From an optimization exercise on the open Yosys and OpenROAD flow, aimed at small area, a short achievable clock period and few clock cycles; shortcuts taken in it are not production practice. In this exercise RTL edits were held to simulation tests only and were not proved equivalent to the original.

==> flow/design.v <==
`timescale 1ns/1ps
module kf_top
#(parameter W=24, parameter FRAC=14, parameter NR=40, parameter ADDRW=6)
(
  input              clk,
  input              rst_n,
  input              start,
  input  [W-1:0]     data_in,
  output reg         ready,
  output [W-1:0]     result_out,
  output reg         au_done
);
  reg sLOAD, sM1, sM2, sOP1, sOP2, sDI, sDIV, sM3, sM4, sOP4;
  reg [2:0]  lc;           
  reg [1:0]  mcnt;         
  reg        mfirst;       
  reg        px;           
  reg        dfirst;       
  reg        dsm;          
  reg [3:0]  dcnt;         
  reg        accs;         
  reg [23:0] PHI, Q, R, X, Y, AR;
  reg [36:0] ACC;
  reg [23:0] REM;
  reg [11:0] BSEL;         
  assign result_out = X;
  function [1:0] top_chunk;
    input [22:0] v;
    begin
      if      (|v[22:15]) top_chunk = 2'd2;
      else if (|v[14:7])  top_chunk = 2'd1;
      else                top_chunk = 2'd0;
    end
  endfunction
  function [11:0] booth;
    input [8:0] c;
    integer k;
    begin
      for (k = 0; k < 4; k = k + 1) begin
        booth[3*k]   = c[2*k+1] ^ c[2*k];                                   
        booth[3*k+1] = (c[2*k+2] & ~c[2*k+1] & ~c[2*k]) |
                       (~c[2*k+2] & c[2*k+1] & c[2*k]);                     
        booth[3*k+2] = c[2*k+2] & ~(c[2*k+1] & c[2*k]);                     
      end
    end
  endfunction
  function [8:0] chunk;
    input [22:0] v;
    input [1:0]  i;
    begin
      case (i)
        2'd0:    chunk = {v[7:0], 1'b0};
        2'd1:    chunk = v[15:7];
        default: chunk = {1'b0, v[22:15]};
      endcase
    end
  endfunction
  wire [23:0] am  = {1'b0, AR[22:0]};
  wire [23:0] am2 = {AR[22:0], 1'b0};
  wire [23:0] row [0:3];
  wire [3:0]  ng;
  genvar gk;
  generate
    for (gk = 0; gk < 4; gk = gk + 1) begin : brow
      assign ng[gk]  = BSEL[3*gk+2];
      assign row[gk] = (({24{BSEL[3*gk]}} & am) | ({24{BSEL[3*gk+1]}} & am2)) ^ {24{ng[gk]}};
    end
  endgenerate
  wire [36:0] acc_sh = mfirst ? 37'd0 : {ACC[28:0], 8'd0};
  wire [36:0] op0 = {12'd0, ~ng[0], row[0]};
  wire [36:0] op1 = {10'd0, ~ng[1], row[1], 2'd0};
  wire [36:0] op2 = {8'd0,  ~ng[2], row[2], 4'd0};
  wire [36:0] op3 = {6'd0,  ~ng[3], row[3], 6'd0};
  wire [36:0] opn = {30'd0, ng[3], 1'b0, ng[2], 1'b0, ng[1], 1'b0, ng[0]};
  localparam [36:0] SEXT = 37'h1FAB000000;    
  wire [36:0] msum  = acc_sh + op0 + op1 + op2 + op3 + opn + SEXT;
  wire [22:0] mprod = msum[36:14];
  wire        mB     = sM1 | sM2 | sM3 | sM4 | px;
  wire        mlast  = mB & (mcnt == 2'd0);
  wire [1:0]  ptop   = top_chunk(PHI[22:0]);
  wire [1:0]  qtop   = top_chunk(Q[22:0]);
  wire        klow = {1'b0, Q[22:0]} < {R[22:0], 1'b0};
  wire        bsel_q  = sDIV | (sM3 & (mcnt != 2'd0));       
  wire        mstart  = (sLOAD & (lc == 3'd5)) | ((sM1 | sM2) & (mcnt == 2'd0));
  wire [1:0]  cidx    = sDIV ? qtop : mstart ? ptop : mcnt - 2'd1;
  wire [8:0]  bchunk  = chunk(bsel_q ? Q[22:0] : PHI[22:0], cidx);
  wire [8:0]  kchunk  = klow ? mprod[15:7] : {1'b0, mprod[22:15]};
  wire [11:0] bnext   = booth(sM3 & (mcnt == 2'd0) ? kchunk : bchunk);
  wire        a_prod = sOP1 | sOP4;
  wire        b_q    = sOP1 | sOP2;
  wire        sub_op = sDIV;
  wire [23:0] sa_in  = a_prod ? {accs, ACC[36:14]} : (sOP2 ? R : Y);
  wire [23:0] sb_in  = b_q ? Q : X;
  wire [23:0] smres;
  smadd SMA (.a(sa_in), .b({sb_in[23] ^ sub_op, sb_in[22:0]}), .y(smres));
  wire [22:0] dmag = R[22:0];
  wire [25:0] u2  = {1'b0, REM, 1'b0};
  wire [25:0] dd  = {3'b0, dmag};
  wire [25:0] t1  = {2'b0, REM} - dd;                        
  wire [25:0] ta  = u2 - dd;                                 
  wire [25:0] tb  = u2 + ~dd + ~{dd[24:0], 1'b0} + 26'd2;    
  wire        b1  = ~t1[25];
  wire        b2  = b1 ? ~tb[25] : ~ta[25];
  reg  [22:0] rv;
  always @* begin
    case ({b1, b2})
      2'b00: rv = u2[22:0];
      2'b01: rv = ta[22:0];
      2'b10: rv = {t1[21:0], 1'b0};
      default: rv = tb[22:0];
    endcase
  end
  wire        qb1 = dsm ? ~dfirst : b1;
  wire        qb0 = dsm | b2;
  wire        den_z  = ~|R[22:0];
  wire [22:0] den_m  = den_z ? 23'h7FFFFE : R[22:0];
  wire        den_sm = ~den_z && (R[22:6] == 17'd0) && (!R[5] || R[4:0] == 5'd0);
  reg  [3:0]  dm;
  always @* begin
    if      (|R[22:21]) dm = 4'd10;
    else if (|R[20:19]) dm = 4'd9;
    else if (|R[18:17]) dm = 4'd8;
    else if (|R[16:15]) dm = 4'd7;
    else if (|R[14:13]) dm = 4'd6;
    else if (|R[12:11]) dm = 4'd5;
    else if (|R[10:9])  dm = 4'd4;
    else if (|R[8:7])   dm = 4'd3;
    else if (den_z)     dm = 4'd10;
    else                dm = 4'd2;
  end
  reg [23:0] rinit;
  always @* begin
    rinit = 24'd0;
    rinit[{dm, 1'b1}] = 1'b1;
  end
  always @(posedge clk) begin
    if (!rst_n) begin
      ready <= 1'b1; au_done <= 1'b0;
      sLOAD <= 1'b0; sM1 <= 1'b0; sM2 <= 1'b0; sOP1 <= 1'b0; sOP2 <= 1'b0;
      sDI <= 1'b0; sDIV <= 1'b0; sM3 <= 1'b0; sM4 <= 1'b0; sOP4 <= 1'b0;
      px <= 1'b0; lc <= 3'd0; mfirst <= 1'b0; mcnt <= 2'd0;
    end else begin
      au_done <= 1'b0;
      if (mB) begin
        ACC    <= msum;
        mfirst <= mlast;
        if (mcnt != 2'd0) begin
          mcnt <= mcnt - 2'd1;
          BSEL <= bnext;
        end
      end
      if (px && mcnt == 2'd0) begin
        px <= 1'b0;
        X  <= {X[23] ^ PHI[23], mprod};
      end
      if (ready && start) begin
        ready <= 1'b0; sLOAD <= 1'b1; lc <= 3'd1;
      end
      if (sLOAD) begin
        lc <= lc + 3'd1;
        case (lc)
          3'd1: PHI <= data_in;
          3'd2: Q   <= data_in;
          3'd3: R   <= data_in;
          3'd4: X   <= data_in;
          default: begin
            AR <= data_in;
            sLOAD <= 1'b0; sM1 <= 1'b1;
            mcnt <= ptop; BSEL <= bnext; mfirst <= 1'b1;
          end
        endcase
      end
      if (sM1) begin
        if (mfirst) Y <= data_in;
        if (mcnt == 2'd0) begin
          AR <= {AR[23] ^ PHI[23], mprod};
          sM1 <= 1'b0; sM2 <= 1'b1;
          mcnt <= ptop; BSEL <= bnext;
        end
      end
      if (sM2 && mcnt == 2'd0) begin
        accs <= AR[23] ^ PHI[23];
        AR   <= X;
        sM2 <= 1'b0; sOP1 <= 1'b1;
        mcnt <= ptop; BSEL <= bnext; px <= 1'b1;
      end
      if (sOP1) begin
        Q <= smres;
        sOP1 <= 1'b0; sOP2 <= 1'b1;
      end
      if (sOP2) begin
        R    <= smres;
        sOP2 <= 1'b0; sDI <= 1'b1;
      end
      if (sDI) begin
        R[22:0] <= den_m;
        REM    <= rinit;
        AR     <= 24'd0;
        dcnt   <= 4'd13 - dm;
        dfirst <= 1'b1;
        dsm    <= den_sm;
        sDI <= 1'b0; sDIV <= 1'b1;
      end
      if (sDIV) begin
        if (dfirst) Y <= smres;        
        REM    <= {rv, 1'b0};
        AR     <= {AR[21:0], qb1, qb0};
        dfirst <= 1'b0;
        dcnt   <= dcnt - 4'd1;
        if (dcnt == 4'd0) begin
          sDIV <= 1'b0; sM3 <= 1'b1;
          mcnt <= qtop; BSEL <= bnext; mfirst <= 1'b1;
        end
      end
      if (sM3 && mcnt == 2'd0) begin
        PHI  <= {Q[23] ^ R[23], mprod};
        AR   <= Y;
        mcnt <= klow ? 2'd1 : 2'd2;
        BSEL <= bnext;
        sM3 <= 1'b0; sM4 <= 1'b1;
      end
      if (sM4 && mcnt == 2'd0) begin
        accs <= AR[23] ^ PHI[23];
        sM4 <= 1'b0; sOP4 <= 1'b1;
      end
      if (sOP4) begin
        X <= smres;
        ready <= 1'b1; au_done <= 1'b1;
        sOP4 <= 1'b0;
      end
    end
  end
endmodule
module smadd(input [23:0] a, input [23:0] b, output [23:0] y);
  wire        sa   = a[23];
  wire        esub = a[23] ^ b[23];
  wire [22:0] ma   = a[22:0];
  wire [22:0] yb   = b[22:0] ^ {23{esub}};
  wire [22:0] g0   = ma & yb;
  wire [22:0] p0   = ma ^ yb;
  wire [22:0] g [0:5];
  wire [22:0] p [0:5];
  assign g[0] = g0; assign p[0] = p0;
  genvar l, i;
  generate
    for (l = 0; l < 5; l = l + 1) begin : lv
      for (i = 0; i < 23; i = i + 1) begin : bt
        if ((i >> l) & 1) begin : cmb
          localparam integer j = ((i >> l) << l) - 1;
          assign g[l+1][i] = g[l][i] | (p[l][i] & g[l][j]);
          assign p[l+1][i] = p[l][i] & p[l][j];
        end else begin : pas
          assign g[l+1][i] = g[l][i];
          assign p[l+1][i] = p[l][i];
        end
      end
    end
  endgenerate
  wire [22:0] G = g[5];
  wire [22:0] P = p[5];
  wire [22:0] c0 = {G[21:0], 1'b0};
  wire [22:0] c1 = {G[21:0] | P[21:0], 1'b1};
  wire [22:0] s0 = p0 ^ c0;
  wire [22:0] s1 = p0 ^ c1;
  wire        gt = G[22];              
  wire        eq = P[22];              
  reg  [23:0] r;
  always @* begin
    if (!esub)
      r = {sa & (|ma | |b[22:0]), gt ? 23'h7FFFFF : s0};
    else if (gt | eq)
      r = {sa & gt, s1};
    else
      r = {~sa, ~s0};
  end
  assign y = r;
endmodule
==> flow/flow/run.sh <==
#!/bin/bash
set -euo pipefail
bash standard.sh SETUP_SLACK_MARGIN=6.5 finish > standard.log 2>&1
==> flow/standard.sh <==
#!/bin/bash
# synth_recipe.tcl (not shown) runs the flow's synth.tcl, then flattens the netlist and writes it again
# the make line also repeats each setting of config.mk as NAME=value (left out here)
make -C /OpenROAD-flow-scripts/flow DESIGN_CONFIG=/design/flow/config.mk WORK_HOME=/design/flow/orfs CLKGATE_MAP_FILE= SYNTH_SCRIPT=/design/flow/synth_recipe.tcl "${@:-finish}"
==> flow/config.mk <==
export PLATFORM = sky130hd
export DESIGN_NAME = kf_top
export DESIGN_NICKNAME = kf_top
export VERILOG_FILES = /design/flow/design.v
export SDC_FILE = /design/flow/constraint.sdc
export NUM_CORES = 4
export LEC_CHECK = 0
export CAP_MARGIN = 20
export CORE_MARGIN = 2
export CORE_UTILIZATION = 40
export PLACE_DENSITY = 0.6
export SETUP_SLACK_MARGIN = 5
export SLEW_MARGIN = 20
==> flow/constraint.sdc <==
create_clock -name core_clock -period 10.0 [get_ports {clk}]
set_input_delay 2.0000 -clock core_clock [delete_from_list [all_inputs] [get_ports {clk}]]
set_output_delay 2.0000 -clock core_clock [all_outputs]
set_load 0.01 [all_outputs]
==> results.py, run 1 <==
metrics = {
    "placement": {
        "preCtsSetupSlack_ps": 3410,
        "placed_cells_incl_taps": 3792,
        "dpl.hpwl_mm": 76.59,
        "placed_area_um2": 28340,
        "placement.io_buffers": 52,
        "gpl.final_weighted_congestion": 0.9812,
    },
    "logic_synthesis": {
        "yosys_register_bits": 242,
        "yosysWarningCount": 2,
        "syn-mean-instance-area_um2": 8.763,
        "synth.cell_area_um2": 26400,
        "synth.lib_cells_used.distinct": 93,
        "asyncSetResetFlopFracSynth_pct": 0,
        "synth.yosys.seq_area_share_pct": 26.80,
        "synth-main-ff-cell": "sky130_fd_sc_hd__edfxtp_1",
        "syn-num-nets": 3358,
        "edff_count_synth": 223,
        "syn-instance-count": 3013,
    },
    "routing": {
        "vias": 27190,
        "finalWirelength_mm": 117.2,
        "dr.first_iter.drc_count": 3494,
        "drt.antenna.violating_nets": 0,
        "detail_route.vias_per_cell": 6.380,
        "wl_per_cell_um": 27.50,
        "dr.pass1.iters": 6,
        "post-route-drc-count": 0,
    },
    "timing": {
        "worst_hold_slack_ps": 497.0,
        "finalCritPeriodShare_pct": 55.24,
        "hold_violations": 0,
        "fin_tns_setup_ps": 0,
        "timing.final.setup_violations": 0,
        "relSlewSlack_pct": 17.83,
        "max_clock_freq_mhz": 181.0,
        "timing_worst_slew_pin_value_ps": 1228,
        "rsz0062_at_grt": "yes",
        "clock_skew_ps": 31.82,
        "final_worst_setup_slack_ps": 4476,
        "finalWorstPathRequiredPeriod_ps": 5524,
        "finalMaxSlewViolations": 0,
    },
    "worst_setup_path": {
        "critPathRequiredTime_ps": 10470,
        "worstSetupStartpointType": "flop",
        "arrival_ps": 6000,
        "worstSetupEndpointType": "flop",
        "criticalPathCategory": "reg2reg",
        "crit_path_max_fanout": 6,
    },
    "floorplanning": {
        "core_um2": 65510,
        "ios": 53,
        "initial_utilization_pct": 40.30,
        "fp.dieArea_um2": 68070,
        "floorplan.rows": 94,
        "die_height_um": 260.9,
        "fp.dieW_um": 260.9,
    },
    "cells_and_area": {
        "instances_no_fill": 4262,
        "core_util_final_pct": 55.01,
        "layout.cell_area.non_filler_um2": 36040,
        "post_route_cells_drive_above_1_share_pct": 30.02,
        "most_frequent_standard_cell_in_the_layout_excluding_fill_and_tap_cells": "sky130_fd_sc_hd__nand2_1",
        "area_delta_synth_final_pct": 36.49,
        "layout_common_cells": "sky130_fd_sc_hd__nand2_1 (304), sky130_fd_sc_hd__buf_4 (273), sky130_fd_sc_hd__edfxtp_1 (223)",
        "final_net_count": 3720,
        "num_antenna_cells": 0,
    },
    "hold_path": {
        "worst_min_path_class": "reg2reg",
    },
    "global_routing": {
        "globalRouteTotalUtil_pct": 33.03,
        "grt_overflow": 0,
        "largest_net_degree_at_the_start_of_global_routing": 72,
        "grt_antenna_before_repair": 2,
        "grt_pass1_vias": 25760,
        "grt_first_pass_wirelength_mm": 167.3,
    },
    "clock_network": {
        "cts_tree": "yes",
        "cts_root_buffer": "sky130_fd_sc_hd__clkbuf_16",
        "number_of_cts_inserted_buffers": 31,
        "count_of_clock_tree_sinks": 242,
        "htree_num_levels": 1,
        "clock_pin_slew_worst_setup_and_hold_paths_ps": 70,
        "cts-root-to-sink-buffers": 3,
        "clkLatencyLatePin_ps": 630,
    },
    "job": {
        "max_cap_viol_count": 0,
    },
    "run_status": {
        "status": "finished clean",
    },
}
-- area by class of cell --
cell class              instances  area (um2)
repair buffers                500        4935
clock inverters                18       244.0
clock buffers                  38       812.0
inverters                     196       783.3
multi-input cells            2404       21090
fillers                      5541       29470
flip-flops and latches        242        7088
well taps                     864        1081
-- synth_stat cells, types with 40 or more instances --
library cell	count	area, um2
sky130_fd_sc_hd__a21o_1	67	503.0
sky130_fd_sc_hd__nor2b_1	40	250.2
sky130_fd_sc_hd__ha_1	225	2815
sky130_fd_sc_hd__xor2_1	50	437.9
sky130_fd_sc_hd__edfxtp_1	223	6696
sky130_fd_sc_hd__fa_1	93	1862
sky130_fd_sc_hd__xnor2_1	187	1638
sky130_fd_sc_hd__nand3_1	83	415.4
sky130_fd_sc_hd__nand2_1	329	1235
sky130_fd_sc_hd__mux2i_1	105	1051
sky130_fd_sc_hd__o21ai_0	174	870.8
sky130_fd_sc_hd__a31oi_1	42	262.8
sky130_fd_sc_hd__a21oi_1	207	1036
sky130_fd_sc_hd__a22oi_1	89	668.1
sky130_fd_sc_hd__nor2_1	181	679.4
sky130_fd_sc_hd__clkbuf_1	149	559.3
sky130_fd_sc_hd__inv_1	191	716.9
-- worst max-delay path, stage by stage, from the launching register on --
cell and delay [ps]:
sky130_fd_sc_hd__edfxtp_1 470, sky130_fd_sc_hd__buf_6 180, sky130_fd_sc_hd__buf_16 140, sky130_fd_sc_hd__a22oi_2 230
sky130_fd_sc_hd__xnor2_2 160, sky130_fd_sc_hd__fa_1 470, sky130_fd_sc_hd__fa_1 490, sky130_fd_sc_hd__inv_1 50
sky130_fd_sc_hd__fa_1 470, sky130_fd_sc_hd__inv_1 70, sky130_fd_sc_hd__ha_4 350, sky130_fd_sc_hd__nand2_1 120
sky130_fd_sc_hd__o21ai_4 240, sky130_fd_sc_hd__a211oi_4 50, sky130_fd_sc_hd__buf_6 140, sky130_fd_sc_hd__o31ai_4 240
sky130_fd_sc_hd__a21oi_2 140, sky130_fd_sc_hd__o211a_1 290, sky130_fd_sc_hd__xnor2_4 310, sky130_fd_sc_hd__o221ai_4 160
sky130_fd_sc_hd__or4b_1 510, sky130_fd_sc_hd__nand3_1 100
-- registers in the layout, indices dropped and copies added (netlist names), 2 cells and up --
signal / count
ACC: 37
AR: 24
BSEL: 12
PHI: 24
Q: 24
R: 24
REM: 23
X: 24
Y: 24
dcnt: 4
lc: 3
mcnt: 2
-- cell families after synthesis --
family,count (synthesis),synth area share (%)
buffers and inverters,373,5.379
muxes,132,5.132
adders and majority gates,318,17.71
and+or+nand+nor,846,15.17
DFF,242,26.80
xor gates and xnor gates,237,7.862
AOI/OAI and AO/OA,865,21.94
-- per-layer routing --
layer / track usage, % / wire, um / up-vias
li1: - / - / 11670
met1: 43.05 / 44320 / 13200
met2: 51.19 / 51330 / 1867
met3: 7.566 / 13750 / 458
met4: 17.06 / 7799 / 0
met5: 0 / 0 / -
-- path summary, 6_finish.rpt --
| check | to | depth (start not counted) | slack (ps) | from |
|---|---|---|---|---|
| worst max register to register | BSEL[10] | 21 | 4480 | BSEL[0] |
| worst min-delay path | sOP4 | 1 | 500 | sM4 |
| worst min register to register | sOP4 | 1 | 500 | sM4 |
| worst max-delay path | BSEL[10] | 21 | 4480 | BSEL[0] |
-- repair_timing --
item                                    4_1_cts  5_1_grt
pin swaps                                   150      153
setup buffers                               300       96
cloned                                       17        1
endpoints found under the setup margin      269      298
gates resized for setup                     494      251
hold buffers                                  0        0
Testbench counts, summed over its fixed seeds: cycles 8,176.
==> run 2, diff against run 1 <==
==> flow/run.sh (new file) <==
#!/bin/bash
# synth_recipe.tcl (not shown) runs the flow's synth.tcl, then flattens the netlist and writes it again
# the make line also repeats each setting of config.mk as NAME=value (left out here)
make -C /OpenROAD-flow-scripts/flow DESIGN_CONFIG=/design/flow/config.mk WORK_HOME=/design/flow/orfs CLKGATE_MAP_FILE= SYNTH_SCRIPT=/design/flow/synth_recipe.tcl finish
removed: flow/flow/run.sh
removed: flow/standard.sh
==> run 2 against run 1 <==
Against the previous run:
- critical endpoint unchanged
- routed wire length down 3.6%
- sequential share of layout area rose by 2.2 points
- still clean
- die area stayed put
- final cell count decreased by 4.8%
==> results.py, run 2 <==
metrics = {
    "clock_network": {
        "clock_pin_slew_worst_setup_and_hold_paths_ps": 70,
        "clkLatencyLatePin_ps": 640,
        "count_of_clock_tree_sinks": 242,
        "htree_num_levels": 1,
        "number_of_cts_inserted_buffers": 31,
        "cts_tree": "yes",
        "cts_root_buffer": "sky130_fd_sc_hd__clkbuf_16",
        "cts-root-to-sink-buffers": 3,
        "cts_hold_buffers": 0,
    },
    "floorplanning": {
        "floorplan.rows": 94,
        "die_height_um": 260.9,
        "core_um2": 65510,
        "ios": 53,
        "fp.dieArea_um2": 68070,
        "fp.dieW_um": 260.9,
        "initial_utilization_pct": 40.30,
    },
    "worst_setup_path": {
        "crit_path_max_incr_delay_ps": 510,
        "cpLargestDelayFamily": "adder cells",
        "endpoint": "BSEL[10]",
        "critical_path_source": "BSEL[0]",
        "worstReg2RegStart": "BSEL[0]",
        "crit_chain": "buf_6, buf_12, a22oi_2, xnor2_2, fa_1, fa_1, inv_1, fa_1, inv_2, ha_4, a21o_1, a31o_2, a221oi_2, buf_4, buf_6, a21oi_4, or3_4, nand2_4, inv_2, a221o_1, or4b_1, nand3_1",
        "critPathRequiredTime_ps": 10500,
        "r2r_setup_slack_ps": 4460,
        "criticalPathCategory": "reg2reg",
        "rr_worst_depth": 22,
        "critical-path-slowest-cell": "sky130_fd_sc_hd__fa_1",
        "crit_path_max_fanout": 8,
        "critical_path.n_buffers_inverters": 7,
        "worstReg2RegEnd": "BSEL[10]",
        "worstSetupEndpointType": "flop",
        "worstSetupStartpointType": "flop",
        "timing.critical_path.depth": 22,
        "arrival_ps": 6040,
        "worst_path_most_repeated_cell": "sky130_fd_sc_hd__fa_1",
    },
    "cells_and_area": {
        "filler_cell_count": 5991,
        "most_frequent_standard_cell_in_the_layout_excluding_fill_and_tap_cells": "sky130_fd_sc_hd__nand2_1",
        "final_net_count": 3511,
        "largest_register": "ACC",
        "area_delta_synth_final_pct": 23.01,
        "post_route_cells_drive_above_1_share_pct": 19.65,
        "layout_common_cells": "sky130_fd_sc_hd__nand2_1 (314), sky130_fd_sc_hd__edfxtp_1 (223), sky130_fd_sc_hd__ha_1 (194)",
        "largest_register_ff_count": 37,
    },
    "routing": {
        "drt.antenna.violating_nets": 0,
        "met3WireLength_mm": 12.73,
        "post-route-drc-count": 0,
        "wl_per_cell_um": 27.84,
        "finalWirelength_mm": 113.0,
        "dr.first_iter.drc_count": 3160,
        "top_layer": "met5",
        "vias": 25790,
        "routed_met2_length_mm": 49.63,
        "dr.pass1.iters": 7,
        "detail_route.vias_per_cell": 6.353,
        "wirelength_met1_mm": 43.54,
    },
    "timing": {
        "fin_tns_setup_ps": 0,
        "finalWorstPathRequiredPeriod_ps": 5543,
        "relSlewSlack_pct": 19.53,
        "timing_worst_slew_pin_value_ps": 1205,
        "max_clock_freq_mhz": 180.4,
        "hold_violations": 0,
        "rsz0062_at_grt": "yes",
        "final_worst_setup_slack_ps": 4457,
        "timing.final.setup_violations": 0,
        "clock_skew_ps": 47.84,
        "finalMaxSlewViolations": 0,
        "finalCritPeriodShare_pct": 55.43,
    },
    "global_routing": {
        "globalRouteTotalUtil_pct": 32.20,
        "grt_first_pass_wirelength_mm": 163.3,
        "grt_antenna_before_repair": 4,
        "largest_net_degree_at_the_start_of_global_routing": 89,
        "grt_pass1_vias": 24960,
        "grt_overflow": 0,
    },
    "logic_synthesis": {
        "area_contributors_post_synth": "sky130_fd_sc_hd__edfxtp_1 (25%), sky130_fd_sc_hd__ha_1 (11%), sky130_fd_sc_hd__fa_1 (7.1%), sky130_fd_sc_hd__xnor2_1 (6.2%), sky130_fd_sc_hd__nand2_1 (4.7%)",
        "synth.yosys.seq_area_share_pct": 26.80,
        "post-synth-top-count-cell": "sky130_fd_sc_hd__nand2_1",
        "yosysWarningCount": 2,
        "syn-instance-count": 3013,
        "synth_top_area_share_pct": 25.36,
        "asyncSetResetFlopFracSynth_pct": 0,
        "syn-mean-instance-area_um2": 8.763,
        "cell_taking_the_most_area_after_synthesis": "sky130_fd_sc_hd__edfxtp_1",
        "synth-main-ff-cell": "sky130_fd_sc_hd__edfxtp_1",
        "ys_top_cells_by_count": "sky130_fd_sc_hd__nand2_1 (329), sky130_fd_sc_hd__ha_1 (225), sky130_fd_sc_hd__edfxtp_1 (223)",
        "edff_count_synth": 223,
        "yosys_register_bits": 242,
        "synth.cell_area_um2": 26400,
        "syn-num-nets": 3358,
        "synth.lib_cells_used.distinct": 93,
    },
    "hold_path": {
        "worst_min_path_class": "reg2reg",
    },
    "run_status": {
        "status": "finished clean",
    },
    "job": {
        "max_cap_viol_count": 0,
    },
    "placement": {
        "preCtsSetupSlack_ps": 3098,
        "gpl.final_weighted_congestion": 0.9673,
        "placement.io_buffers": 52,
        "dpl.hpwl_mm": 78.18,
    },
}
-- run 2: cell counts after synthesis --
No cell type changed its count.
-- run 2: worst min path at each step --
stage,start,endpoint,cells after the start
after CTS,sM4,sOP4,1
after global routing,sOP1,sOP1,1
after global placement,sM4,sOP4,1
after detailed placement,sM4,sOP4,1
final,sOP1,sOP1,1
after floorplan,px,px,2
-- run 2: metal layers --
metal | track usage, % | vias up
met3 | 7.935 | 350
met2 | 49.54 | 1630
met5 | 0 | -
li1 | - | 11250
met4 | 17.37 | 4
met1 | 41.62 | 12560
-- run 2: stage by stage --
stage / utilization (%) / cells / area (um2) / hold WS [ps]
after floorplan: - / 3013 / 26600 / 479.1
after global placement: 42.43 / 3791 / 27800 / 485.0
final: 49.57 / 4059 / 32480 / 489.7
after CTS: 48.26 / 4020 / 31620 / 499.9
after detailed placement: 42.44 / 3791 / 27800 / 489.7
after global routing: 49.56 / 4056 / 32470 / 492.1
-- run 2: cell type report --
type | instances | area [um2] | share of cell area (%)
multi-input cells | 2401 | 19620 | 60.42
flip-flops and latches | 242 | 7091 | 21.83
repair buffers | 294 | 2897 | 8.919
well taps | 864 | 1081 | 3.329
clock buffers | 41 | 843.3 | 2.597
inverters | 196 | 740.7 | 2.281
clock inverters | 17 | 192.7 | 0.5933
diodes | 4 | 10.01 | 0.03082
-- run 2: logic make-up after synthesis --
kind of cell,count (synthesis),synth area share [%]
buffers and inverters,373,5.379
AO/OA/AOI/OAI,865,21.94
XOR/XNOR,237,7.862
AND/OR/NAND/NOR,846,15.17
flip-flops,242,26.80
multiplexers,132,5.132
adder cells (fa/ha/maj),318,17.71
-- run 2: timing repair --
| action | CTS | global route |
|---|---|---|
| setup endpoints to repair | 177 | 152 |
| gates resized for setup | 278 | 125 |
| pin swaps | 99 | 66 |
| gates cloned | 6 | 2 |
| buffers inserted | 165 | 32 |
==> run 3, diff against run 2 <==
--- a/flow/design.v
+++ b/flow/design.v
@@ -16,7 +16,6 @@
   reg        mfirst;       
   reg        px;           
   reg        dfirst;       
-  reg        dsm;          
   reg [3:0]  dcnt;         
   reg        accs;         
   reg [23:0] PHI, Q, R, X, Y, AR;
@@ -79,13 +78,11 @@
   wire        mlast  = mB & (mcnt == 2'd0);
   wire [1:0]  ptop   = top_chunk(PHI[22:0]);
   wire [1:0]  qtop   = top_chunk(Q[22:0]);
-  wire        klow = {1'b0, Q[22:0]} < {R[22:0], 1'b0};
   wire        bsel_q  = sDIV | (sM3 & (mcnt != 2'd0));       
-  wire        mstart  = (sLOAD & (lc == 3'd5)) | ((sM1 | sM2) & (mcnt == 2'd0));
+  wire        mstart  = (sLOAD & (lc == 3'd5)) | ((sM1 | sM2 | sM3) & (mcnt == 2'd0));
   wire [1:0]  cidx    = sDIV ? qtop : mstart ? ptop : mcnt - 2'd1;
   wire [8:0]  bchunk  = chunk(bsel_q ? Q[22:0] : PHI[22:0], cidx);
-  wire [8:0]  kchunk  = klow ? mprod[15:7] : {1'b0, mprod[22:15]};
-  wire [11:0] bnext   = booth(sM3 & (mcnt == 2'd0) ? kchunk : bchunk);
+  wire [11:0] bnext   = booth(bchunk);
   wire        a_prod = sOP1 | sOP4;
   wire        b_q    = sOP1 | sOP2;
   wire        sub_op = sDIV;
@@ -93,7 +90,7 @@
   wire [23:0] sb_in  = b_q ? Q : X;
   wire [23:0] smres;
   smadd SMA (.a(sa_in), .b({sb_in[23] ^ sub_op, sb_in[22:0]}), .y(smres));
-  wire [22:0] dmag = R[22:0];
+  wire [22:0] dmag = dz ? 23'h7FFFFE : R[22:0];
   wire [25:0] u2  = {1'b0, REM, 1'b0};
   wire [25:0] dd  = {3'b0, dmag};
   wire [25:0] t1  = {2'b0, REM} - dd;                        
@@ -110,28 +107,40 @@
       default: rv = tb[22:0];
     endcase
   end
+  wire        dz  = ~|R[22:0];
+  wire        dsm = ~dz && (R[22:6] == 17'd0) && (!R[5] || R[4:0] == 5'd0);
   wire        qb1 = dsm ? ~dfirst : b1;
   wire        qb0 = dsm | b2;
-  wire        den_z  = ~|R[22:0];
-  wire [22:0] den_m  = den_z ? 23'h7FFFFE : R[22:0];
-  wire        den_sm = ~den_z && (R[22:6] == 17'd0) && (!R[5] || R[4:0] == 5'd0);
-  reg  [3:0]  dm;
-  always @* begin
-    if      (|R[22:21]) dm = 4'd10;
-    else if (|R[20:19]) dm = 4'd9;
-    else if (|R[18:17]) dm = 4'd8;
-    else if (|R[16:15]) dm = 4'd7;
-    else if (|R[14:13]) dm = 4'd6;
-    else if (|R[12:11]) dm = 4'd5;
-    else if (|R[10:9])  dm = 4'd4;
-    else if (|R[8:7])   dm = 4'd3;
-    else if (den_z)     dm = 4'd10;
-    else                dm = 4'd2;
-  end
-  reg [23:0] rinit;
-  always @* begin
-    rinit = 24'd0;
-    rinit[{dm, 1'b1}] = 1'b1;
+  wire [22:0] qr     = Q[22:0] | R[22:0];
+  wire        dfast  = (Q[23] == R[23]) && (|qr[22:6]);
+  wire        pxdone = !px || mcnt == 2'd0;
+  reg  [3:0]  fm;
+  always @* begin
+    if      (|qr[22:21]) fm = 4'd10;
+    else if (|qr[20:19]) fm = 4'd9;
+    else if (|qr[18:17]) fm = 4'd8;
+    else if (|qr[16:15]) fm = 4'd7;
+    else if (|qr[14:13]) fm = 4'd6;
+    else if (|qr[12:11]) fm = 4'd5;
+    else if (|qr[10:9])  fm = 4'd4;
+    else if (|qr[8:7])   fm = 4'd3;
+    else                 fm = 4'd2;
+  end
+  reg [23:0] finit;
+  always @* begin
+    finit = 24'd0;
+    finit[{fm, 1'b1}] = 1'b1;
+  end
+  always @(posedge clk) begin
+    ACC  <= msum;
+    BSEL <= bnext;
+    if (sOP2 | sDI) begin
+      REM  <= (sOP2 & dfast) ? finit : 24'd32;
+      dcnt <= (sOP2 & dfast) ? 4'd13 - fm : 4'd11;
+    end else begin
+      REM  <= {rv, 1'b0};
+      dcnt <= dcnt - 4'd1;
+    end
   end
   always @(posedge clk) begin
     if (!rst_n) begin
@@ -142,12 +151,8 @@
     end else begin
       au_done <= 1'b0;
       if (mB) begin
-        ACC    <= msum;
         mfirst <= mlast;
-        if (mcnt != 2'd0) begin
-          mcnt <= mcnt - 2'd1;
-          BSEL <= bnext;
-        end
+        if (mcnt != 2'd0) mcnt <= mcnt - 2'd1;
       end
       if (px && mcnt == 2'd0) begin
         px <= 1'b0;
@@ -166,7 +171,7 @@
           default: begin
             AR <= data_in;
             sLOAD <= 1'b0; sM1 <= 1'b1;
-            mcnt <= ptop; BSEL <= bnext; mfirst <= 1'b1;
+            mcnt <= ptop; mfirst <= 1'b1;
           end
         endcase
       end
@@ -175,14 +180,14 @@
         if (mcnt == 2'd0) begin
           AR <= {AR[23] ^ PHI[23], mprod};
           sM1 <= 1'b0; sM2 <= 1'b1;
-          mcnt <= ptop; BSEL <= bnext;
+          mcnt <= ptop;
         end
       end
       if (sM2 && mcnt == 2'd0) begin
         accs <= AR[23] ^ PHI[23];
         AR   <= X;
         sM2 <= 1'b0; sOP1 <= 1'b1;
-        mcnt <= ptop; BSEL <= bnext; px <= 1'b1;
+        mcnt <= ptop; px <= 1'b1;
       end
       if (sOP1) begin
         Q <= smres;
@@ -190,33 +195,30 @@
       end
       if (sOP2) begin
         R    <= smres;
-        sOP2 <= 1'b0; sDI <= 1'b1;
+        sOP2 <= 1'b0;
+        dfirst <= 1'b1;
+        if (pxdone) begin
+          AR   <= 24'd0;
+          sDIV <= 1'b1;
+        end else
+          sDI <= 1'b1;                 
       end
       if (sDI) begin
-        R[22:0] <= den_m;
-        REM    <= rinit;
         AR     <= 24'd0;
-        dcnt   <= 4'd13 - dm;
-        dfirst <= 1'b1;
-        dsm    <= den_sm;
         sDI <= 1'b0; sDIV <= 1'b1;
       end
       if (sDIV) begin
-        if (dfirst) Y <= smres;        
-        REM    <= {rv, 1'b0};
+        if (dfirst) PHI <= smres;      
         AR     <= {AR[21:0], qb1, qb0};
         dfirst <= 1'b0;
-        dcnt   <= dcnt - 4'd1;
         if (dcnt == 4'd0) begin
           sDIV <= 1'b0; sM3 <= 1'b1;
-          mcnt <= qtop; BSEL <= bnext; mfirst <= 1'b1;
+          mcnt <= qtop; mfirst <= 1'b1;
         end
       end
       if (sM3 && mcnt == 2'd0) begin
-        PHI  <= {Q[23] ^ R[23], mprod};
-        AR   <= Y;
-        mcnt <= klow ? 2'd1 : 2'd2;
-        BSEL <= bnext;
+        AR   <= {Q[23] ^ R[23], mprod};    
+        mcnt <= ptop;       
         sM3 <= 1'b0; sM4 <= 1'b1;
       end
       if (sM4 && mcnt == 2'd0) begin
==> run 3 against run 2 <==
Against the previous run:
- core utilization up 1.5 points
- sequential share of layout area fell by 0.91 points
- via count fell by 12%
- non-clock buffer count is 6 higher
- hold slack worse by 28 ps
==> results.py, run 3 <==
metrics = {
    "worst_setup_path": {
        "worstSetupEndpointType": "flop",
        "rr_worst_depth": 19,
        "crit_chain": "buf_6, a22oi_2, xnor2_1, fa_1, fa_1, inv_1, fa_1, inv_2, ha_4, nand4_1, or3_4, o311a_4, o21bai_1, a21oi_2, o41ai_2, xor2_1, buf_4, a211oi_2, a21oi_1",
        "crit_path_max_incr_delay_ps": 530,
        "worstSetupStartpointType": "flop",
        "cpLargestDelayFamily": "adder cells",
        "critPathRequiredTime_ps": 10330,
        "worst_path_most_repeated_cell": "sky130_fd_sc_hd__fa_1",
        "critical_path.n_buffers_inverters": 4,
        "arrival_ps": 5520,
        "criticalPathCategory": "reg2reg",
        "crit_path_max_fanout": 6,
        "timing.critical_path.depth": 19,
        "critical-path-slowest-cell": "sky130_fd_sc_hd__fa_1",
    },
    "run_status": {
        "status": "finished clean",
    },
    "logic_synthesis": {
        "syn-num-nets": 3023,
        "syn-instance-count": 2710,
        "synth-main-ff-cell": "sky130_fd_sc_hd__edfxtp_1",
        "syn-mean-instance-area_um2": 8.842,
        "synth.yosys.seq_area_share_pct": 26.23,
        "synth_top_area_share_pct": 18.30,
        "yosys_register_bits": 241,
        "cell_taking_the_most_area_after_synthesis": "sky130_fd_sc_hd__edfxtp_1",
        "synth.lib_cells_used.distinct": 89,
        "yosysWarningCount": 2,
        "synth.cell_area_um2": 23960,
        "edff_count_synth": 146,
        "area_contributors_post_synth": "sky130_fd_sc_hd__edfxtp_1 (18%), sky130_fd_sc_hd__ha_1 (10%), sky130_fd_sc_hd__dfxtp_1 (7.9%), sky130_fd_sc_hd__fa_1 (7.6%), sky130_fd_sc_hd__xnor2_1 (7.2%)",
        "asyncSetResetFlopFracSynth_pct": 0,
        "ys_top_cells_by_count": "sky130_fd_sc_hd__a21oi_1 (230), sky130_fd_sc_hd__nand2_1 (221), sky130_fd_sc_hd__nor2_1 (202)",
        "post-synth-top-count-cell": "sky130_fd_sc_hd__a21oi_1",
    },
    "routing": {
        "vias": 22730,
        "met3WireLength_mm": 8.124,
        "wirelength_met1_mm": 37.97,
        "post-route-drc-count": 0,
        "detail_route.vias_per_cell": 6.182,
        "wl_per_cell_um": 25.29,
        "dr.pass1.iters": 5,
        "dr.first_iter.drc_count": 2252,
        "finalWirelength_mm": 92.98,
        "routed_met2_length_mm": 42.46,
        "drt.antenna.violating_nets": 0,
        "top_layer": "met4",
    },
    "timing": {
        "relSlewSlack_pct": 27.30,
        "fin_tns_setup_ps": 0,
        "finalWorstPathRequiredPeriod_ps": 5196,
        "clock_skew_ps": 22.41,
        "hold_violations": 0,
        "rsz0062_at_grt": "yes",
        "max_clock_freq_mhz": 192.5,
        "timing.final.setup_violations": 0,
        "timing_worst_slew_pin_value_ps": 1091,
        "finalMaxSlewViolations": 0,
        "finalCritPeriodShare_pct": 51.96,
    },
    "hold_path": {
        "worst_min_path_class": "reg2reg",
        "hold_depth": 1,
    },
    "placement": {
        "placement.io_buffers": 52,
        "gpl.final_weighted_congestion": 0.9767,
        "dpl.hpwl_mm": 63.72,
    },
    "cells_and_area": {
        "area_delta_synth_final_pct": 26.11,
        "core_util_final_pct": 51.10,
        "most_frequent_standard_cell_in_the_layout_excluding_fill_and_tap_cells": "sky130_fd_sc_hd__nand2_1",
        "largest_register": "ACC",
        "multi_input_area_um2": 18350,
        "largest_register_ff_count": 37,
        "sequential_cell_area_um2": 6322,
        "layout_common_cells": "sky130_fd_sc_hd__nand2_1 (214), sky130_fd_sc_hd__a21oi_1 (202), sky130_fd_sc_hd__buf_4 (182)",
        "num_antenna_cells": 0,
        "final_net_count": 3194,
        "filler_cell_count": 5356,
        "post_route_cells_drive_above_1_share_pct": 23.24,
    },
    "floorplanning": {
        "fp.dieArea_um2": 61870,
        "initial_utilization_pct": 40.52,
        "ios": 53,
        "fp.dieW_um": 248.7,
        "core_um2": 59130,
        "die_height_um": 248.7,
        "floorplan.rows": 89,
    },
    "clock_network": {
        "number_of_cts_inserted_buffers": 29,
        "cts_root_buffer": "sky130_fd_sc_hd__clkbuf_16",
        "count_of_clock_tree_sinks": 241,
        "cts_tree": "yes",
        "htree_num_levels": 1,
        "clkLatencyLatePin_ps": 610,
        "cts-root-to-sink-buffers": 3,
        "clock_pin_slew_worst_setup_and_hold_paths_ps": 60,
    },
    "global_routing": {
        "grt_pass1_vias": 21820,
        "grt_antenna_before_repair": 0,
        "grt_overflow": 0,
        "largest_net_degree_at_the_start_of_global_routing": 49,
        "globalRouteTotalUtil_pct": 28.32,
        "grt_first_pass_wirelength_mm": 136.1,
    },
    "job": {
        "max_cap_viol_count": 0,
    },
}
-- run 3: cell count changes after synthesis, moves of 22 or more --
cell,delta
sky130_fd_sc_hd__a31oi_1,-22
sky130_fd_sc_hd__clkbuf_1,-23
sky130_fd_sc_hd__dfxtp_1,+76
sky130_fd_sc_hd__o21ai_0,-69
sky130_fd_sc_hd__o22ai_1,+24
sky130_fd_sc_hd__nand2_1,-108
sky130_fd_sc_hd__mux2i_1,+28
sky130_fd_sc_hd__edfxtp_1,-77
sky130_fd_sc_hd__nand3_1,-48
sky130_fd_sc_hd__inv_1,-32
sky130_fd_sc_hd__mux2_2,+33
sky130_fd_sc_hd__ha_1,-30
sky130_fd_sc_hd__a21oi_1,+23
-- run 3: path summary, 6_finish.rpt --
kind | startpoint | to | slack [ps]
worst min-delay path | dcnt[0] | dcnt[0] | 460
worst max register to register | AR[18] | X[21] | 4800
worst max-delay path | AR[18] | X[21] | 4800
worst min register to register | dcnt[0] | dcnt[0] | 460
-- run 3: layout make-up --
type	count	share of cell area (%)
Multi-Input combinational cell	2145	60.72
Sequential cell	241	20.92
Timing Repair Buffer	300	9.884
Tap cell	773	3.201
Clock buffer	41	2.754
Inverter	164	2.062
Clock inverter	13	0.4596
-- run 3: layer usage --
metal	vias up	track usage, %
met2	1195	45.29
met3	239	4.807
met4	0	12.36
met5	-	0
li1	10160	-
met1	11140	37.67
-- run 3: timing repair --
action                                  CTS  global route
gates cloned                              6             5
setup buffers                           133            68
hold buffers                              0             0
endpoints found under the hold margin     0             0
pin swaps                                87           125
resized for setup                       223           228
endpoints found under the setup margin  160           139
-- run 3: logic make-up (layout without fill, tap and decap cells) --
| family | after synthesis | count (layout) | share of synthesized area (%) |
|---|---|---|---|
| adders and majority gates | 286 | 286 | 17.79 |
| DFF | 241 | 241 | 26.23 |
| muxes | 193 | 193 | 8.376 |
| xor gates and xnor gates | 244 | 244 | 8.919 |
| buffers and inverters | 324 | 518 | 5.243 |
| and+or+nand+nor | 653 | 653 | 12.46 |
| AOI/OAI and AO/OA | 769 | 769 | 20.98 |
-- run 3: through the flow --
stage / cell area [um2] / cells / hold WS [ps] / setup slack [ps]
5_1_grt: 30220 / 3677 / 490.3 / 4626
3_3_place_gp: 25150 / 3411 / 446.8 / 3392
6_report: 30220 / 3677 / 462.0 / 4804
2_1_floorplan: 23980 / 2710 / 429.5 / 5023
3_5_place_dp: 25150 / 3411 / 450.5 / 3316
4_1_cts: 28470 / 3604 / 463.7 / 4791
Testbench counts of run 3, summed over its fixed seeds: cycles 8,234.
==> run 4, diff against run 3 <==
--- a/flow/config.mk
+++ b/flow/config.mk
@@ -5,6 +5,7 @@
 export SDC_FILE = /design/flow/constraint.sdc
 export NUM_CORES = 4
 export LEC_CHECK = 0
+export ABC_AREA = 1
 export CAP_MARGIN = 20
 export CORE_MARGIN = 2
 export CORE_UTILIZATION = 40
==> run 4 against run 3 <==
Against the previous run:
- core utilization shrank 5.0 points
- routed wire length grew 14%
- fmax grew 5.8%
- non-clock buffer count shrank 157
- critical endpoint is now X[1]
- highest routed layer unchanged
- clock-buffer cell count shrank 1
- still clean on timing, DRC and antenna
- hold slack lost 5.9 ps
- via count grew 19%
- final cell count grew 30%
==> results.py, run 4 <==
metrics = {
    "job": {
        "max_cap_viol_count": 0,
    },
    "logic_synthesis": {
        "cell_taking_the_most_area_after_synthesis": "sky130_fd_sc_hd__edfxtp_1",
        "syn-num-nets": 4142,
        "syn-instance-count": 3829,
        "synth.yosys.seq_area_share_pct": 24.01,
        "area_contributors_post_synth": "sky130_fd_sc_hd__edfxtp_1 (17%), sky130_fd_sc_hd__nand2_1 (14%), sky130_fd_sc_hd__ha_1 (9.3%), sky130_fd_sc_hd__inv_1 (7.6%), sky130_fd_sc_hd__dfxtp_1 (7.3%)",
        "ys_top_cells_by_count": "sky130_fd_sc_hd__nand2_1 (967), sky130_fd_sc_hd__inv_1 (528), sky130_fd_sc_hd__nor2_1 (306)",
        "synth_top_area_share_pct": 16.74,
        "syn-mean-instance-area_um2": 6.839,
        "post-synth-top-count-cell": "sky130_fd_sc_hd__nand2_1",
        "yosysWarningCount": 2,
        "synth.lib_cells_used.distinct": 57,
        "yosys_register_bits": 241,
        "synth.cell_area_um2": 26190,
        "edff_count_synth": 146,
        "synth-main-ff-cell": "sky130_fd_sc_hd__edfxtp_1",
        "asyncSetResetFlopFracSynth_pct": 0,
    },
    "worst_setup_path": {
        "arrival_ps": 5360,
        "crit_path_max_fanout": 6,
        "timing.critical_path.depth": 19,
        "critPathRequiredTime_ps": 10450,
        "cpLargestDelayFamily": "adder cells",
        "rr_worst_depth": 19,
        "worstSetupStartpointType": "flop",
        "crit_chain": "clkinvlp_4, buf_4, o22ai_2, xor2_2, fa_1, fa_1, inv_1, fa_1, inv_1, ha_2, nand2_1, o21ai_0, inv_1, nand2_2, xor2_1, nand2_1, nand3_1, nand3_1, o21ai_1",
        "crit_path_max_incr_delay_ps": 520,
        "criticalPathCategory": "reg2reg",
        "r2r_setup_slack_ps": 5090,
        "worstSetupEndpointType": "flop",
        "critical-path-slowest-cell": "sky130_fd_sc_hd__fa_1",
        "critical_path.n_buffers_inverters": 5,
    },
    "placement": {
        "gpl.final_weighted_congestion": 1.038,
        "dpl.hpwl_mm": 79.86,
        "placement.io_buffers": 52,
        "placed_area_um2": 27450,
        "placed_cells_incl_taps": 4633,
        "preCtsSetupSlack_ps": 4120,
    },
    "timing": {
        "worst_hold_slack_ps": 456.1,
        "finalWorstPathRequiredPeriod_ps": 4913,
        "max_clock_freq_mhz": 203.6,
        "timing.final.setup_violations": 0,
        "relSlewSlack_pct": 21.88,
        "timing_worst_slew_pin_value_ps": 1167,
        "clock_skew_ps": 20.15,
        "hold_violations": 0,
        "finalCritPeriodShare_pct": 49.13,
        "fin_tns_setup_ps": 0,
        "rsz0062_at_grt": "yes",
        "finalMaxSlewViolations": 0,
        "final_worst_setup_slack_ps": 5087,
    },
    "routing": {
        "dr.first_iter.drc_count": 3043,
        "dr.pass1.iters": 6,
        "wl_per_cell_um": 22.19,
        "finalWirelength_mm": 105.7,
        "detail_route.vias_per_cell": 5.697,
        "drt.antenna.violating_nets": 0,
        "post-route-drc-count": 0,
        "vias": 27150,
    },
    "hold_path": {
        "hold_depth": 1,
        "worst_min_path_class": "reg2reg",
    },
    "cells_and_area": {
        "filler_cell_count": 6644,
        "largest_register_ff_count": 37,
        "layout.cell_area.non_filler_um2": 29780,
        "num_antenna_cells": 0,
        "largest_register": "ACC",
        "most_frequent_standard_cell_in_the_layout_excluding_fill_and_tap_cells": "sky130_fd_sc_hd__nand2_1",
        "layout_common_cells": "sky130_fd_sc_hd__nand2_1 (945), sky130_fd_sc_hd__inv_1 (508), sky130_fd_sc_hd__nor2_1 (274)",
        "post_route_cells_drive_above_1_share_pct": 9.182,
        "instances_no_fill": 4765,
        "final_net_count": 4199,
        "area_delta_synth_final_pct": 13.74,
        "core_util_final_pct": 46.12,
    },
    "global_routing": {
        "largest_net_degree_at_the_start_of_global_routing": 68,
        "grt_pass1_vias": 24690,
        "grt_overflow": 0,
        "grt_antenna_before_repair": 1,
        "grt_first_pass_wirelength_mm": 155.0,
        "globalRouteTotalUtil_pct": 30.29,
    },
    "floorplanning": {
        "core_um2": 64580,
        "fp.dieW_um": 259.9,
        "fp.dieArea_um2": 67520,
        "initial_utilization_pct": 40.55,
        "ios": 53,
        "floorplan.rows": 93,
        "die_height_um": 259.9,
    },
    "clock_network": {
        "cts_root_buffer": "sky130_fd_sc_hd__clkbuf_16",
        "cts_tree": "yes",
        "clkLatencyLatePin_ps": 610,
        "cts-root-to-sink-buffers": 3,
        "number_of_cts_inserted_buffers": 30,
        "htree_num_levels": 1,
        "cts_hold_buffers": 0,
        "count_of_clock_tree_sinks": 241,
        "clock_pin_slew_worst_setup_and_hold_paths_ps": 60,
    },
    "run_status": {
        "status": "finished clean",
    },
}
[run 4: changes by cell type in the layout (fill, tap and decap cells not counted), sizes merged, moves of 56 or more]
cell / change
xor2: +121
mux2i: -132
buf: -149
o22ai: +64
o21ai: +144
nor2: +109
nand2: +754
xnor2: -158
nand3: +226
inv: +365
a22oi: -104
a21o: -56
[run 4: what timing repair did]
item / 4_1_cts / 5_1_grt
cloned: 14 / 2
setup buffers: 20 / 40
setup endpoints to repair: 137 / 128
resized for setup: 87 / 136
pin swaps: 3 / 11
[run 4: area by class of cell]
cell class	instances	area (um2)	share of cell area, %
clock buffers	40	849.6	2.852
clock inverters	16	115.1	0.3865
inverters	548	2131	7.154
multi-input cells	2908	17920	60.16
flip-flops and latches	241	6314	21.20
well taps	855	1070	3.592
repair buffers	143	1281	4.302
repair inverters	14	105.1	0.3529
[run 4: kinds of logic (layout without fill, tap and decap cells)]
logic type | count (synthesis) | after routing | synth area share, %
buf+inv | 682 | 761 | 10.08
flops | 241 | 241 | 24.01
xor+xnor | 207 | 207 | 6.924
compound gates | 688 | 688 | 14.69
fa+ha+maj | 286 | 286 | 16.27
mux | 8 | 8 | 0.3392
simple gates | 1717 | 1719 | 27.69
[run 4: path summary, 6_finish.rpt]
check | startpoint | end
setup reg to reg | BSEL[3] | X[1]
hold reg to reg | sOP1 | sOP1
setup / recovery | BSEL[3] | X[1]
hold / removal | sOP1 | sOP1
[run 4: worst register-to-register path, cell delays in order (launching register included)]
cell,delay (ps)
sky130_fd_sc_hd__dfxtp_4,430
sky130_fd_sc_hd__clkinvlp_4,240
sky130_fd_sc_hd__buf_4,200
sky130_fd_sc_hd__o22ai_2,170
sky130_fd_sc_hd__xor2_2,110
sky130_fd_sc_hd__fa_1,480
sky130_fd_sc_hd__fa_1,520
sky130_fd_sc_hd__inv_1,50
sky130_fd_sc_hd__fa_1,470
sky130_fd_sc_hd__inv_1,40
sky130_fd_sc_hd__ha_2,400
sky130_fd_sc_hd__nand2_1,120
sky130_fd_sc_hd__o21ai_0,310
sky130_fd_sc_hd__inv_1,90
sky130_fd_sc_hd__nand2_2,130
sky130_fd_sc_hd__xor2_1,510
sky130_fd_sc_hd__nand2_1,140
sky130_fd_sc_hd__nand3_1,110
sky130_fd_sc_hd__nand3_1,120
sky130_fd_sc_hd__o21ai_1,130
[run 4: per-layer routing]
| layer | vias to the layer above | routed length, um | global-route usage (%) |
|---|---|---|---|
| li1 | 12740 | - | - |
| met3 | 271 | 10440 | 5.000 |
| met5 | - | 0 | 0 |
| met1 | 12640 | 43550 | 41.20 |
| met2 | 1499 | 44680 | 45.31 |
| met4 | 0 | 7056 | 17.45 |
==> run 5, diff against run 4 <==
--- a/flow/design.v
+++ b/flow/design.v
@@ -18,6 +18,7 @@
   reg        dfirst;       
   reg [3:0]  dcnt;         
   reg        accs;         
+  reg        qtop2;        
   reg [23:0] PHI, Q, R, X, Y, AR;
   reg [36:0] ACC;
   reg [23:0] REM;
@@ -74,14 +75,24 @@
   localparam [36:0] SEXT = 37'h1FAB000000;    
   wire [36:0] msum  = acc_sh + op0 + op1 + op2 + op3 + opn + SEXT;
   wire [22:0] mprod = msum[36:14];
-  wire        mB     = sM1 | sM2 | sM3 | sM4 | px;
-  wire        mlast  = mB & (mcnt == 2'd0);
+  wire        m3div  = sDIV & ((dcnt == 4'd5 & qtop2) | dcnt == 4'd1);
+  wire        mP     = sM1 | sM2 | sM4 | px;           
+  wire        mB     = mP | m3div | sM3;
+  wire        mlast  = (mP & (mcnt == 2'd0)) | sM3;
   wire [1:0]  ptop   = top_chunk(PHI[22:0]);
-  wire [1:0]  qtop   = top_chunk(Q[22:0]);
-  wire        bsel_q  = sDIV | (sM3 & (mcnt != 2'd0));       
   wire        mstart  = (sLOAD & (lc == 3'd5)) | ((sM1 | sM2 | sM3) & (mcnt == 2'd0));
-  wire [1:0]  cidx    = sDIV ? qtop : mstart ? ptop : mcnt - 2'd1;
-  wire [8:0]  bchunk  = chunk(bsel_q ? Q[22:0] : PHI[22:0], cidx);
+  wire [1:0]  cidx    = mstart ? ptop : mcnt - 2'd1;
+  reg  [8:0]  bchunk;
+  always @* begin
+    if (sDIV)
+      case (dcnt)
+        4'd6:    bchunk = {1'b0, Y[22:15]};
+        4'd2:    bchunk = Y[15:7];
+        default: bchunk = {Y[7:2], qb1, qb0, 1'b0};
+      endcase
+    else
+      bchunk = chunk(PHI[22:0], cidx);
+  end
   wire [11:0] bnext   = booth(bchunk);
   wire        a_prod = sOP1 | sOP4;
   wire        b_q    = sOP1 | sOP2;
@@ -90,24 +101,14 @@
   wire [23:0] sb_in  = b_q ? Q : X;
   wire [23:0] smres;
   smadd SMA (.a(sa_in), .b({sb_in[23] ^ sub_op, sb_in[22:0]}), .y(smres));
+  wire        dz   = ~|R[22:0];    
   wire [22:0] dmag = dz ? 23'h7FFFFE : R[22:0];
-  wire [25:0] u2  = {1'b0, REM, 1'b0};
-  wire [25:0] dd  = {3'b0, dmag};
-  wire [25:0] t1  = {2'b0, REM} - dd;                        
-  wire [25:0] ta  = u2 - dd;                                 
-  wire [25:0] tb  = u2 + ~dd + ~{dd[24:0], 1'b0} + 26'd2;    
-  wire        b1  = ~t1[25];
-  wire        b2  = b1 ? ~tb[25] : ~ta[25];
-  reg  [22:0] rv;
-  always @* begin
-    case ({b1, b2})
-      2'b00: rv = u2[22:0];
-      2'b01: rv = ta[22:0];
-      2'b10: rv = {t1[21:0], 1'b0};
-      default: rv = tb[22:0];
-    endcase
-  end
-  wire        dz  = ~|R[22:0];
+  wire [24:0] t1  = {1'b0, REM} - {2'b0, dmag};
+  wire        b1  = ~t1[24];
+  wire [23:0] r1  = b1 ? {t1[22:0], 1'b0} : {REM[22:0], 1'b0};
+  wire [24:0] t2  = {1'b0, r1} - {2'b0, dmag};
+  wire        b2  = ~t2[24];
+  wire [22:0] rv  = b2 ? t2[22:0] : r1[22:0];
   wire        dsm = ~dz && (R[22:6] == 17'd0) && (!R[5] || R[4:0] == 5'd0);
   wire        qb1 = dsm ? ~dfirst : b1;
   wire        qb0 = dsm | b2;
@@ -132,7 +133,7 @@
     finit[{fm, 1'b1}] = 1'b1;
   end
   always @(posedge clk) begin
-    ACC  <= msum;
+    if (mB) ACC <= msum;
     BSEL <= bnext;
     if (sOP2 | sDI) begin
       REM  <= (sOP2 & dfast) ? finit : 24'd32;
@@ -152,7 +153,7 @@
       au_done <= 1'b0;
       if (mB) begin
         mfirst <= mlast;
-        if (mcnt != 2'd0) mcnt <= mcnt - 2'd1;
+        if (mP && mcnt != 2'd0) mcnt <= mcnt - 2'd1;
       end
       if (px && mcnt == 2'd0) begin
         px <= 1'b0;
@@ -197,28 +198,33 @@
         R    <= smres;
         sOP2 <= 1'b0;
         dfirst <= 1'b1;
+        qtop2 <= ~dfast | (fm <= 4'd6);
         if (pxdone) begin
-          AR   <= 24'd0;
+          AR   <= Q;                   
           sDIV <= 1'b1;
         end else
           sDI <= 1'b1;                 
       end
       if (sDI) begin
-        AR     <= 24'd0;
+        AR     <= Q;
+        qtop2  <= 1'b1;
         sDI <= 1'b0; sDIV <= 1'b1;
       end
       if (sDIV) begin
-        if (dfirst) PHI <= smres;      
-        AR     <= {AR[21:0], qb1, qb0};
+        if (dfirst) begin
+          PHI <= smres;                
+          Y   <= 24'd0;
+        end
+        Y[{dcnt, 1'b1}] <= qb1;
+        Y[{dcnt, 1'b0}] <= qb0;
         dfirst <= 1'b0;
         if (dcnt == 4'd0) begin
           sDIV <= 1'b0; sM3 <= 1'b1;
-          mcnt <= qtop; mfirst <= 1'b1;
-        end
-      end
-      if (sM3 && mcnt == 2'd0) begin
+        end
+      end
+      if (sM3) begin
         AR   <= {Q[23] ^ R[23], mprod};    
-        mcnt <= ptop;       
+        mcnt <= ptop;                      
         sM3 <= 1'b0; sM4 <= 1'b1;
       end
       if (sM4 && mcnt == 2'd0) begin
==> run 5 against run 4 <==
Against the previous run:
- highest routed layer is now met5
- critical endpoint is now X[20]
- global-route usage grew 2.1 points
- non-clock buffer count grew 190
- clock skew increased by 2.3 ps
- setup slack worse by 470 ps
- critical path depth is 10 higher
- clock-buffer cell count is 1 lower
- sequential cell count is 1 higher
==> results.py, run 5 <==
metrics = {
    "run_status": {
        "status": "finished clean",
    },
    "global_routing": {
        "groute.layer.met1.usage_pct": 42.87,
        "grt_first_pass_wirelength_mm": 154.4,
        "globalRouteTotalUtil_pct": 32.40,
        "grt_overflow": 0,
        "grt_pass1_vias": 24010,
        "largest_net_degree_at_the_start_of_global_routing": 62,
        "gr-max-usage-layer": "met2",
        "global_route.usage.met2_pct": 50.58,
        "grt_use_met3_pct": 4.531,
        "grt_antenna_before_repair": 2,
    },
    "routing": {
        "dr.first_iter.drc_count": 3370,
        "drt.antenna.violating_nets": 0,
        "post-route-drc-count": 0,
        "wl_per_cell_um": 24.58,
        "vias": 26380,
        "detail_route.vias_per_cell": 5.966,
        "dr.pass1.iters": 8,
        "finalWirelength_mm": 108.7,
    },
    "placement": {
        "placement.io_buffers": 52,
        "gpl.final_weighted_congestion": 1.039,
        "dpl.hpwl_mm": 75.22,
    },
    "clock_network": {
        "clock_pin_slew_worst_setup_and_hold_paths_ps": 70,
        "cts_tree": "yes",
        "cts-root-to-sink-buffers": 3,
        "cts_root_buffer": "sky130_fd_sc_hd__clkbuf_16",
        "clkLatencyLatePin_ps": 620,
        "number_of_cts_inserted_buffers": 31,
        "htree_num_levels": 1,
        "count_of_clock_tree_sinks": 242,
        "cts_hold_buffers": 0,
    },
    "floorplanning": {
        "ios": 53,
        "fp.dieArea_um2": 62670,
        "floorplan.rows": 90,
        "fp.dieW_um": 250.3,
        "die_height_um": 250.3,
        "core_um2": 60130,
        "initial_utilization_pct": 40.37,
    },
    "logic_synthesis": {
        "syn-instance-count": 3360,
        "ys_top_cells_by_count": "sky130_fd_sc_hd__nand2_1 (644), sky130_fd_sc_hd__inv_1 (518), sky130_fd_sc_hd__o21ai_0 (280)",
        "synth.lib_cells_used.distinct": 63,
        "synth.yosys.seq_area_share_pct": 27.55,
        "edff_count_synth": 184,
        "yosys_register_bits": 242,
        "synth_top_area_share_pct": 22.76,
        "asyncSetResetFlopFracSynth_pct": 0,
        "syn-num-nets": 3618,
        "yosysWarningCount": 2,
        "syn-mean-instance-area_um2": 7.224,
        "area_contributors_post_synth": "sky130_fd_sc_hd__edfxtp_1 (23%), sky130_fd_sc_hd__nand2_1 (10%), sky130_fd_sc_hd__ha_1 (8.3%), sky130_fd_sc_hd__inv_1 (8.0%), sky130_fd_sc_hd__xor2_1 (5.9%)",
        "synth-main-ff-cell": "sky130_fd_sc_hd__edfxtp_1",
        "cell_taking_the_most_area_after_synthesis": "sky130_fd_sc_hd__edfxtp_1",
        "post-synth-top-count-cell": "sky130_fd_sc_hd__nand2_1",
        "synth.cell_area_um2": 24270,
    },
    "cells_and_area": {
        "sequential_cell_area_um2": 6710,
        "multi_input_area_um2": 17840,
        "final_net_count": 3874,
        "most_frequent_standard_cell_in_the_layout_excluding_fill_and_tap_cells": "sky130_fd_sc_hd__nand2_1",
        "layout_common_cells": "sky130_fd_sc_hd__nand2_1 (544), sky130_fd_sc_hd__inv_1 (452), sky130_fd_sc_hd__nor2_1 (234)",
        "largest_register": "ACC",
        "post_route_cells_drive_above_1_share_pct": 24.89,
        "filler_cell_count": 5671,
        "largest_register_ff_count": 37,
        "area_delta_synth_final_pct": 30.89,
        "num_antenna_cells": 0,
    },
    "worst_setup_path": {
        "critical-path-slowest-cell": "sky130_fd_sc_hd__fa_2",
        "criticalPathCategory": "reg2reg",
        "crit_path_max_incr_delay_ps": 560,
        "crit_path_max_fanout": 11,
        "worstSetupEndpointType": "flop",
        "worstSetupStartpointType": "flop",
        "critPathRequiredTime_ps": 10350,
        "arrival_ps": 5730,
    },
    "timing": {
        "finalWorstPathRequiredPeriod_ps": 5386,
        "finalCritPeriodShare_pct": 53.86,
        "rsz0062_at_grt": "yes",
        "timing.final.setup_violations": 0,
        "max_clock_freq_mhz": 185.7,
        "fin_tns_setup_ps": 0,
        "hold_violations": 0,
        "finalMaxSlewViolations": 0,
        "timing_worst_slew_pin_value_ps": 1248,
        "worst_hold_slack_ps": 477.5,
        "clock_skew_ps": 22.42,
        "relSlewSlack_pct": 16.00,
    },
    "job": {
        "max_cap_viol_count": 0,
    },
    "hold_path": {
        "worst_min_path_class": "reg2reg",
    },
}
-- run 5: cell count changes in the layout (fill, tap and decap cells not counted), sizes merged, moves of 27 or more --
cell / delta
ha: -34
o21ai: +56
nand3: -110
nand2: -302
nor2: -45
o211ai: +27
nand3b: -29
edfxtp: +38
dfxtp: -37
a31oi: +31
nand4: -33
buf: +186
-- run 5: through the flow --
| step | std cells | utilization (%) | worst slack [ps] | area, um2 |
|---|---|---|---|---|
| floorplan | 3360 | - | 5006 | 24350 |
| global placement | 4094 | 42.48 | 2743 | 25540 |
| detailed placement | 4094 | 42.48 | 2741 | 25540 |
| CTS | 4299 | 47.93 | 4663 | 28820 |
| global route | 4422 | 52.83 | 4392 | 31770 |
| finish | 4422 | 52.83 | 4614 | 31770 |
-- run 5: final timing paths --
path	start	end	slack, ps	depth (start not counted)
worst max-delay path	BSEL[1]	X[20]	4610	29
worst max register to register	BSEL[1]	X[20]	4610	29
worst min register to register	ready	ready	480	2
worst min-delay path	ready	ready	480	2
-- run 5: what timing repair did --
action | in CTS | in global routing
endpoints found under the setup margin | 180 | 164
resized for setup | 298 | 483
gates cloned | 21 | 7
pin swaps | 78 | 178
buffers inserted | 127 | 116
-- run 5: per-layer routing --
metal	routed length, um	vias up
met5	8	-
met4	8784	2
met1	41190	12440
met2	47420	1750
li1	-	11800
met3	11310	390
-- run 5: layout make-up --
class / count / area share [%]
Timing Repair Buffer: 333 / 9.464
Clock buffer: 39 / 2.536
Tap cell: 782 / 3.080
Sequential cell: 242 / 21.12
Timing Repair inverter: 13 / 0.3111
Multi-Input combinational cell: 2462 / 56.15
Clock inverter: 18 / 0.6971
Inverter: 533 / 6.644
-- run 5: cells by family (layout without fill, tap and decap cells) --
group / after synthesis / after routing / synth area share, %
AND/OR/NAND/NOR: 1192 / 1202 / 20.84
AO/OA/AOI/OAI: 824 / 824 / 19.65
buffers and inverters: 666 / 936 / 10.47
flip-flops: 242 / 242 / 27.55
adder cells (fa/ha/maj): 231 / 231 / 14.07
XOR/XNOR: 200 / 200 / 7.216
multiplexers: 5 / 5 / 0.2113
-- run 5: critical path, delay by kind of cell (launching register included) --
kind / cells / cell delay [ps]
AO/OA/AOI/OAI: 9 / 1370
XOR/XNOR: 1 / 210
adder cells (fa/ha/maj): 4 / 1770
buffers and inverters: 7 / 650
flip-flops: 1 / 400
AND/OR/NAND/NOR: 8 / 680
Testbench counts of run 5, summed over its fixed seeds: cycles 7,763.

afterwards: timing with drivers on the ports:
The flow's constraints put no driver on any port. The routed layouts listed below were extracted and timed again, unchanged, in two steps. Step 1 assumes that a clkbuf_16 drives the clock port and a buf_2 every other input. Step 2 also shifts input and output timing later by t, the mid clock arrival at the registers, as if the neighbouring blocks saw the same clock. Slacks: ideal ports / drivers / drivers and shift; pairs: ideal ports / drivers.
run | shift t [ns] | setup slack, ns | hold slack, ns
run 1 | 0.672 | 4.476 / 4.476 / 4.476 | 0.497 / 0.497 / 0.497
run 2 | 0.683 | 4.457 / 4.457 / 4.457 | 0.490 / 0.490 / 0.490
run 3 | 0.655 | 4.804 / 4.804 / 4.804 | 0.462 / 0.462 / 0.462
run 4 | 0.655 | 5.087 / 5.087 / 5.087 | 0.456 / 0.456 / 0.456
run 5 | 0.663 | 4.614 / 4.614 / 4.614 | 0.477 / 0.477 / 0.477
After both steps setup and hold are still met in every run listed.
